What follows belongs to an exercise in optimizing a design on an open flow for small area; a production flow would make more cautious choices. Where RTL was checked, it was by simulation tests only, not by an equivalence proof against the original. Power is estimated from default activity; no workload was simulated. No driver is modelled on the clock port, so clocking that relies on it looks cheaper here than on a real chip.

## CIC_Interpolator
module CIC_Interpolator 			(input wire 	   			clk,
								 			 input wire 	   			rst,
											 input wire signed [31:0] 	d_in,
											 output wire signed [31:0] 	d_out);
export LEC_CHECK = 0
export CAP_MARGIN = 20
export CORE_MARGIN = 2
export CORE_UTILIZATION = 40
export CTS_BUF_LIST = sky130_fd_sc_hd__clkbuf_16 sky130_fd_sc_hd__clkbuf_8
export CTS_CLUSTER_DIAMETER = 100
export CTS_CLUSTER_SIZE = 30
export SLEW_MARGIN = 20
create_clock -name core_clock -period 4.0 [get_ports {clk}]
standard.sh (not shown) runs the stock make flow with config.mk's settings and CLKGATE_MAP_FILE= SYNTH_SCRIPT=/design/flow/synth_recipe.tcl, a recipe that flattens the netlist after the stock synthesis.
==> flow/flow/run.sh <==
#!/bin/bash
# The standard layout (standard synthesis unchanged), except that the
# buffer placed on every input and output port is the plain buf_1 cell
# rather than the delay buffer the resizer would pick. The full output of
# the ORFS run goes to standard.log here; ORFS's own per-step logs are kept
# under orfs/logs.
set -o pipefail
export BUFFER_PORTS_ARGS="-buffer_cell sky130_fd_sc_hd__buf_1"
bash standard.sh > standard.log 2>&1
Change:
- CORE_UTILIZATION: 40 -> 65
- CTS_BUF_LIST: sky130_fd_sc_hd__clkbuf_16 sky130_fd_sc_hd__clkbuf_8 -> sky130_fd_sc_hd__clkbuf_16
Routed wire length came out higher by 5.0%.
Maximum frequency came out lower by 3.1%.
Sequential share of layout area came out higher by 0.99 points.
Flip-flop and latch count stays the same.
Power came out higher by 0.31%.
Clock-buffer cell count came out higher by 1.
Critical path depth came out higher by 1.
Change:
- CORE_UTILIZATION: 65 -> 40
- CTS_CLUSTER_DIAMETER: 100 -> 150
- CTS_CLUSTER_SIZE: 30 -> 32
Outcome:
- The changed run produced a clean layout
- synthesized cell count does not change
- setup slack improved by 110 ps
- critical path depth decreases by 1
- utilization went down by 27 points
- global-route usage went down by 6.9 points
- design area went up by 1.4%
- clock-buffer cell count came out lower by 2
Change:
==> flow/flow/run.sh (replaced) <==
#!/bin/bash
# Standard layout, with the port buffers made of the smallest plain buffer.
set -o pipefail
ls -la > ls.log 2>&1
cat standard.sh > standard_sh.log 2>&1
export BUFFER_PORTS_ARGS="-buffer_cell sky130_fd_sc_hd__buf_1"
bash standard.sh > standard.log 2>&1
- CTS_CLUSTER_DIAMETER: 150 -> 100
- CTS_CLUSTER_SIZE: 32 -> 30
Count of clock-buffer cells in the layout rises by 1.
Area after synthesis stays the same.
Final cell count is about the same.
Total power is about the same.
Worst setup slack stays flat.
Final area is about the same.
Clock power is about the same.
Wire length falls by 1.1%.
Register-to-register slack hardly moves.
Synthesized cell count is unchanged.
Sequential cell count stays the same.
Change:
==> flow/flow/run.sh (replaced) <==
#!/bin/bash
# The standard layout (standard synthesis unchanged), except that the
# buffer placed on every input and output port is the plain buf_1 cell
# rather than the delay buffer the resizer would pick. The full output of
# the ORFS run goes to standard.log here; ORFS's own per-step logs are kept
# under orfs/logs.
set -o pipefail
export BUFFER_PORTS_ARGS="-buffer_cell sky130_fd_sc_hd__buf_1"
bash standard.sh > standard.log 2>&1
- CTS_CLUSTER_DIAMETER: 100 -> 80
- CTS_CLUSTER_SIZE: 30 -> 36
Effect:
- The new run completed with no timing, DRC or antenna violations
- via count stays flat
- clock skew grows by 3.1 ps
- maximum frequency barely changes
- utilization increases by 0.25 points
- die area stays the same
- worst hold slack hardly moves
- synthesized cell count does not change
- sequential share of layout area shrinks by 0.37 points
- total power went up by 2.5%
- clock power increases by 10%

* * *

Setup of before:
CIC_Interpolator, a different RTL version from the one above (not shown whole).
For scale: roughly 2,400 cells after synthesis, about 640 flip-flops, ~66 I/O pins.
make LEC_CHECK=0 CAP_MARGIN=20 CORE_MARGIN=2 CORE_UTILIZATION=60 CTS_BUF_LIST='sky130_fd_sc_hd__clkbuf_2 sky130_fd_sc_hd__clkbuf_4 sky130_fd_sc_hd__clkbuf_8' SLEW_MARGIN=20 finish   # period 4.0 ns
run.sh (not shown) runs the stock make flow with config.mk's settings and CLKGATE_MAP_FILE= SYNTH_SCRIPT=/design/flow/synth_recipe.tcl, a recipe that flattens the netlist after the stock synthesis.
Stock flow here: none of the scripts above is used.
Modified inputs, after compared to before
# before
export LEC_CHECK = 0
export CAP_MARGIN = 20
export CORE_MARGIN = 2
export CORE_UTILIZATION = 60
export CTS_BUF_LIST = sky130_fd_sc_hd__clkbuf_2 sky130_fd_sc_hd__clkbuf_4 sky130_fd_sc_hd__clkbuf_8
export SLEW_MARGIN = 20
create_clock -name core_clock -period 4.0 [get_ports {clk}]
# after
export LEC_CHECK = 0
export CAP_MARGIN = 20
export CORE_MARGIN = 2
export CORE_UTILIZATION = 40
export CTS_BUF_LIST = sky130_fd_sc_hd__clkbuf_16
export CTS_CLUSTER_DIAMETER = 100
export CTS_CLUSTER_SIZE = 30
export SLEW_MARGIN = 20
create_clock -name core_clock -period 4.0 [get_ports {clk}]
==> comparison <==
- [after] portion of total power attributed to combinational logic rose 4.9 points relative to before
- Clock network area share ended up 5.1 points lower on after than on before.
- In the floorplan summary, after is listed with a die area greater than that of before.
- For the fraction of power spent switching nets, after came in 1.8 points higher than before did.
- after leaves more setup margin than before.
- Via count in after is about 5% below before.
- Compared with before, after shows a lower required time of the critical path.
- Compared to before, the routing of after uses more wire.
- On fraction of area in multi-input gates: between before and after, it ends up lower for before.
- STATUS global-route wire length before repair: after wins against before
No run of this note included a check of the RTL's function; only the layout flow was run.

* * *

The RTL this note starts from:
==> flow/design.v <==
`timescale 1ns / 1ps
module SRAM #(parameter DATA_WIDTH = 11,
              parameter TAP1 = 1,
              parameter TAP4 = 4)
            (input  wire                    clk,
             input  wire [DATA_WIDTH-1:0]   i_data,
             output wire [DATA_WIDTH-1:0]   o_tap1,
             output wire [DATA_WIDTH-1:0]   o_tap4,
             output wire [DATA_WIDTH-1:0]   o_tap2,      
             output wire [DATA_WIDTH-1:0]   o_tap3);     
 reg  [3*TAP4*DATA_WIDTH-1:0] memory_array;
 wire [(3*TAP4+1)*DATA_WIDTH-1:0] line = {memory_array, i_data};
    always @ (posedge clk)
        memory_array <= line[3*TAP4*DATA_WIDTH-1:0];
 assign o_tap1 = line[3*TAP1*DATA_WIDTH +: DATA_WIDTH];
 assign o_tap4 = line[3*TAP4*DATA_WIDTH +: DATA_WIDTH];
 assign o_tap2 = line[3*(TAP1+1)*DATA_WIDTH +: DATA_WIDTH];
 assign o_tap3 = line[3*(TAP1+2)*DATA_WIDTH +: DATA_WIDTH];
endmodule
`timescale 1ns/1ns
module Comb #(parameter D = 1)
                    (input  wire                clk,
                     input  wire                first,    
                     input  wire                va,
                     input  wire                vb,
                     input  wire        [10:0]  d_in,
                     output wire        [10:0]  d_out);
wire [10:0] tap1, tap4;
reg         carry;
wire        cin, cout;
SRAM #(.DATA_WIDTH(11), .TAP1(D), .TAP4(D + 3)) memory(.clk(clk), .i_data(d_in), .o_tap1(tap1), .o_tap4(tap4),
                               .o_tap2(), .o_tap3());
assign cin = first | carry;
Adder #(.W(11)) sub(.a(tap1 & {11{va}}), .b(~(tap4 & {11{vb}})), .cin(cin),
                    .s(d_out), .cout(cout));
always @(posedge clk)
	carry <= cout;
endmodule
`timescale 1ns/1ns
module upsampler  (input  wire        clk,
                   input  wire        rst,
                   input  wire [31:0] d_in,
                   output wire [10:0] d_out,      
                   output wire        first,      
                   output wire        load,       
                   output wire        ph0,        
                   output wire        ph1,
                   output wire        ph2,
                   output wire        v0,         
                   output wire        v1,         
                   output wire        v2,         
                   output wire        v3);        
reg [2:0]  phase;       
reg [3:0]  nsmp;        
reg [10:0] dig1;
reg [9:0]  dig2;
	always @(posedge clk)
	begin
		if (rst)
		begin
			phase <= 3'b001;
			nsmp  <= 4'b0000;
		end else
		begin
			phase <= {phase[1:0], phase[2]};
			if (phase[2])
				nsmp <= {nsmp[2:0], 1'b1};
		end
	end
	always @(posedge clk)
	begin
		dig1 <= phase[0] ? d_in[21:11] : {1'b0, dig2};
		dig2 <= d_in[31:22];
	end
assign d_out = phase[0] ? d_in[10:0] : dig1;
assign first = phase[0];
assign load  = phase[0];
assign ph0   = phase[0];
assign ph1   = phase[1];
assign ph2   = phase[2];
assign v0    = nsmp[0];
assign v1    = nsmp[1];
assign v2    = nsmp[2];
assign v3    = nsmp[3];
endmodule
`timescale 1ns/1ns
module Intergrator		(input  wire 	   		clk,
						 input  wire 	   		rst,
						 input  wire [31:0] 	d_in,
						 output reg  [31:0] 	d_out);
reg  [3:1]  carry;
wire [3:0]  cout;
wire [31:0] sum;
RippleAdder8 add0(.a(d_out[7:0]),   .b(d_in[7:0]),   .cin(1'b0),     .s(sum[7:0]),   .cout(cout[0]));
RippleAdder8 add1(.a(d_out[15:8]),  .b(d_in[15:8]),  .cin(carry[1]), .s(sum[15:8]),  .cout(cout[1]));
RippleAdder8 add2(.a(d_out[23:16]), .b(d_in[23:16]), .cin(carry[2]), .s(sum[23:16]), .cout(cout[2]));
RippleAdder8 add3(.a(d_out[31:24]), .b(d_in[31:24]), .cin(carry[3]), .s(sum[31:24]), .cout(cout[3]));
	always @(posedge clk)
	begin
		if (rst)
		begin
			d_out <= 32'd0;
			carry <= 3'd0;
		end else
		begin
			d_out <= sum;
			carry <= cout[2:0];
		end
	end
endmodule
module RippleAdder8 (input  wire [7:0] a,
                     input  wire [7:0] b,
                     input  wire       cin,
                     output wire [7:0] s,
                     output wire       cout);
wire [8:0] c;
assign c[0] = cin;
genvar i;
generate for (i = 0; i < 8; i = i + 1) begin : bit_
	assign s[i]   = a[i] ^ b[i] ^ c[i];
	assign c[i+1] = (a[i] & b[i]) | (c[i] & (a[i] ^ b[i]));
end endgenerate
assign cout = c[8];
endmodule
module Adder #(parameter W = 11,
               parameter LO = 6)
              (input  wire [W-1:0] a,
               input  wire [W-1:0] b,
               input  wire         cin,
               output wire [W-1:0] s,
               output wire         cout);
wire [W:0]   c;         
wire [W-1:0] s0;        
wire         clo;       
wire [W-1:LO] ones;     
assign c[0] = cin;
genvar i;
generate for (i = 0; i < W; i = i + 1) begin : bit_
	wire ci = (i == LO) ? 1'b0 : c[i];
	assign s0[i]  = a[i] ^ b[i] ^ ci;
	assign c[i+1] = (a[i] & b[i]) | (ci & (a[i] ^ b[i]));
end endgenerate
assign clo = c[LO];
assign ones[LO] = 1'b1;
generate for (i = LO + 1; i < W; i = i + 1) begin : ones_
	assign ones[i] = ones[i-1] & s0[i-1];
end endgenerate
assign s[LO-1:0] = s0[LO-1:0];
assign s[W-1:LO] = s0[W-1:LO] ^ ({(W-LO){clo}} & ones);
assign cout      = c[W] | (clo & ones[W-1] & s0[W-1]);
endmodule
module AdderSk #(parameter W = 32)
                (input  wire [W-1:0] a,
                 input  wire [W-1:0] b,
                 input  wire         cin,
                 output wire [W-1:0] s,
                 output wire         cout);
wire [W-1:0] p = a ^ b;
wire [W-1:0] g = a & b;
reg  [W-1:0] G, P, Gn, Pn;
integer i, d;
always @(*) begin
	G = g; P = p;
	G[0] = g[0] | (p[0] & cin);
	for (d = 1; d < W; d = d * 2) begin
		Gn = G; Pn = P;
		for (i = 0; i < W; i = i + 1)
			if ((i / d) % 2 == 1) begin
				Gn[i] = G[i] | (P[i] & G[(i / d) * d - 1]);
				Pn[i] = P[i] & P[(i / d) * d - 1];
			end
		G = Gn; P = Pn;
	end
end
assign s    = p ^ {G[W-2:0], cin};
assign cout = G[W-1];
endmodule
`timescale 1ns / 1ps
module CIC_Interpolator 			(input wire 	   			clk,
								 			 input wire 	   			rst,
											 input wire signed [31:0] 	d_in,
											 output wire signed [31:0] 	d_out);
wire        first, load, ph0, ph1, ph2, v0, v1, v2, v3;
wire [10:0] dig_in, comb_out1, comb_out2, comb_out3;
reg  [31:0] integ_out1;
wire [31:0] integ_out2, integ_out3, integ_out;
upsampler  ctrl(.clk(clk), .rst(rst), .d_in(d_in), .d_out(dig_in), .first(first),
                .load(load), .ph0(ph0), .ph1(ph1), .ph2(ph2), .v0(v0), .v1(v1), .v2(v2), .v3(v3));
Comb #(.D(0)) comb1(clk, first, v0, v3, dig_in,    comb_out1);
Comb #(.D(1)) comb2(clk, first, v0, v3, comb_out1, comb_out2);
Comb #(.D(1)) comb3(clk, first, v0, v3, comb_out2, comb_out3);
wire [10:0] tap1, tap2, tap3;
SRAM #(.DATA_WIDTH(11), .TAP1(1), .TAP4(3)) comb4_mem(.clk(clk), .i_data(comb_out3),
        .o_tap1(tap1), .o_tap2(tap2), .o_tap3(tap3), .o_tap4());
reg  [10:0] acc_d0;
reg         cs_carry, add_carry;
wire [10:0] x = tap1 & {11{v0}};
wire [10:0] y = tap2 & {11{v1}};
wire [10:0] z = tap3 & {11{v2}};
wire [10:0] cs_s = x ^ y ^ z;
wire [10:0] cs_c = (x & y) | (x & z) | (y & z);
wire [10:0] acc_next;
wire        add_cout;
AdderSk #(.W(11)) acc_add(.a(cs_s), .b({cs_c[9:0], ~first & cs_carry}),
                        .cin(~first & add_carry), .s(acc_next), .cout(add_cout));
always @(posedge clk)
begin
	acc_d0    <= acc_next;
	cs_carry  <= cs_c[10];
	add_carry <= add_cout;
end
always @(posedge clk)
begin
	if (rst)
		integ_out1 <= 32'd0;
	else
	begin
		if (ph0)
			integ_out1[7:0]   <= acc_next[7:0];
		if (ph1)
			integ_out1[15:8]  <= {acc_next[4:0], acc_d0[10:8]};
		if (ph2)
			integ_out1[23:16] <= {acc_next[1:0], acc_d0[10:5]};
		if (ph0 & v0)
			integ_out1[31:24] <= acc_d0[9:2];
	end
end
Intergrator	integrator2	(clk,rst,integ_out1,integ_out2);
Intergrator	integrator3	(clk,rst,integ_out2,integ_out3);
Intergrator	integrator4	(clk,rst,integ_out3,integ_out);
reg [7:0]  out0_d1, out0_d2, out0_d3, out1_d1, out1_d2, out2_d1;
always @(posedge clk)
begin
	out0_d1 <= integ_out[7:0];   out0_d2 <= out0_d1; out0_d3 <= out0_d2;
	out1_d1 <= integ_out[15:8];  out1_d2 <= out1_d1;
	out2_d1 <= integ_out[23:16];
end
assign d_out = {integ_out[31:24], {out2_d1, out1_d2, out0_d3} & {24{v0}}};
endmodule
Settings: LEC_CHECK=0, CAP_MARGIN=20, CORE_MARGIN=2, CORE_UTILIZATION=40, CTS_BUF_LIST=sky130_fd_sc_hd__clkbuf_16, CTS_CLUSTER_DIAMETER=100, CTS_CLUSTER_SIZE=30, SLEW_MARGIN=20; clock period 4.0 ns.
standard.sh (not shown) runs the stock make flow with config.mk's settings and CLKGATE_MAP_FILE= SYNTH_SCRIPT=/design/flow/synth_recipe.tcl, a recipe that flattens the netlist after the stock synthesis.
==> flow/flow/run.sh <==
#!/bin/bash
# The standard layout (standard synthesis unchanged), except that the
# buffer placed on every input and output port is the plain buf_1 cell
# rather than the delay buffer the resizer would pick. The full output of
# the ORFS run goes to standard.log here; ORFS's own per-step logs are kept
# under orfs/logs.
set -o pipefail
export BUFFER_PORTS_ARGS="-buffer_cell sky130_fd_sc_hd__buf_1"
bash standard.sh > standard.log 2>&1
The first run completed with no timing, DRC or antenna violations.
==> next run, changes <==
==> flow/run.sh (new file) <==
#!/bin/bash
# synth_recipe.tcl (not shown) runs the flow's synth.tcl, then flattens the netlist and writes it again
# the make line also repeats each setting of config.mk as NAME=value (left out here)
make -C /OpenROAD-flow-scripts/flow DESIGN_CONFIG=/design/flow/config.mk WORK_HOME=/design/flow/orfs CLKGATE_MAP_FILE= SYNTH_SCRIPT=/design/flow/synth_recipe.tcl finish
removed: flow/flow/run.sh
removed: flow/standard.sh
Result: The new run went through all stages and came out clean. Cell area went up by 1.9%. Worst setup slack is worse by 0.11 ns. Area after synthesis is unchanged. Hold slack gains 0.038 ns. Via count barely changes. Register-to-register slack loses 0.11 ns.

* * *

CIC_Interpolator, a different RTL version from the one above (not shown whole).
Size in the first run: roughly 2800 cells after synthesis, ~640 flip-flops, roughly 66 I/O pins, roughly 27000 µm² of cells after synthesis.
make LEC_CHECK=0 CAP_MARGIN=20 CORE_MARGIN=2 CORE_UTILIZATION=40 CTS_BUF_LIST=sky130_fd_sc_hd__clkbuf_8 SLEW_MARGIN=20 finish   # period 4.0 ns
run.sh (not shown) runs the stock make flow with config.mk's settings and CLKGATE_MAP_FILE= SYNTH_SCRIPT=/design/flow/synth_recipe.tcl, a recipe that flattens the netlist after the stock synthesis.
Stock flow here: none of the scripts above is used.
The first run finished with timing, DRC and antenna clean.
Next try:
Settings changed: CTS_BUF_LIST sky130_fd_sc_hd__clkbuf_8 to unset.
Result: Area after synthesis stays the same; first-iteration DRC count increases by 2.0%; die area is unchanged; non-clock buffer count stays the same; routed wire length is lower by 0.73%; cell area rises by 0.68%; sequential power stays flat; worst hold slack gets better by 7.1 ps; worst setup slack is worse by 43 ps; power is higher by 4.2%.

[static timing again, ports no longer ideal]
The results above use ideal ports. As a check the final layouts listed here were re-extracted and re-timed, cells and wires unchanged.
Step 1, drivers: a clkbuf_16 drives clk and a buf_2 each remaining input, both assumed.
Step 2, shift: input delay + t, output delay - t, t = (earliest + latest rising clock arrival at the registers) / 2. This alone moves slack from input paths to output paths.
a / b / c = no drivers / after step 1 / after step 2; a / b = the first two.
| run | t, ns | slack for setup (ns) | worst setup path after step 2 | latest minus earliest clock arrival (ns) |
|---|---|---|---|---|
| the first run of note 1 | 0.633 | 0.290 / 0.290 / -0.046 | input to register | 0.021 / 0.021 |
| the second run of note 1 | 0.619 | 0.173 / 0.173 / 0.000 | input to register | 0.018 / 0.019 |
| the third run of note 1 | 0.634 | 0.287 / 0.287 / -0.045 | input to register | 0.027 / 0.026 |
| the fourth run of note 1 | 0.633 | 0.290 / 0.290 / -0.046 | input to register | 0.021 / 0.021 |
| the fifth run of note 1 | 0.629 | 0.285 / 0.285 / -0.025 | input to register | 0.025 / 0.025 |
| before | 0.704 | 0.225 / 0.225 / 0.225 | register to register | 0.019 / 0.019 |
| after | 0.651 | 0.267 / 0.267 / 0.267 | register to register | 0.015 / 0.015 |
| the first run of note 3 | 0.633 | 0.290 / 0.290 / -0.046 | input to register | 0.021 / 0.021 |
| the second run of note 3 | 0.638 | 0.178 / 0.178 / -0.410 | input to register | 0.028 / 0.028 |
| the first run of note 4 | 0.744 | 0.385 / 0.385 / 0.385 | register to register | 0.035 / 0.035 |
| the second run of note 4 | 0.653 | 0.342 / 0.342 / 0.342 | register to register | 0.029 / 0.029 |
Met with ideal ports but missed after step 2: setup timing in 6 of these runs. The setup slack of the second run of note 3, which loses most, moves by 0.000 ns with the drivers and by -0.588 ns with both steps.
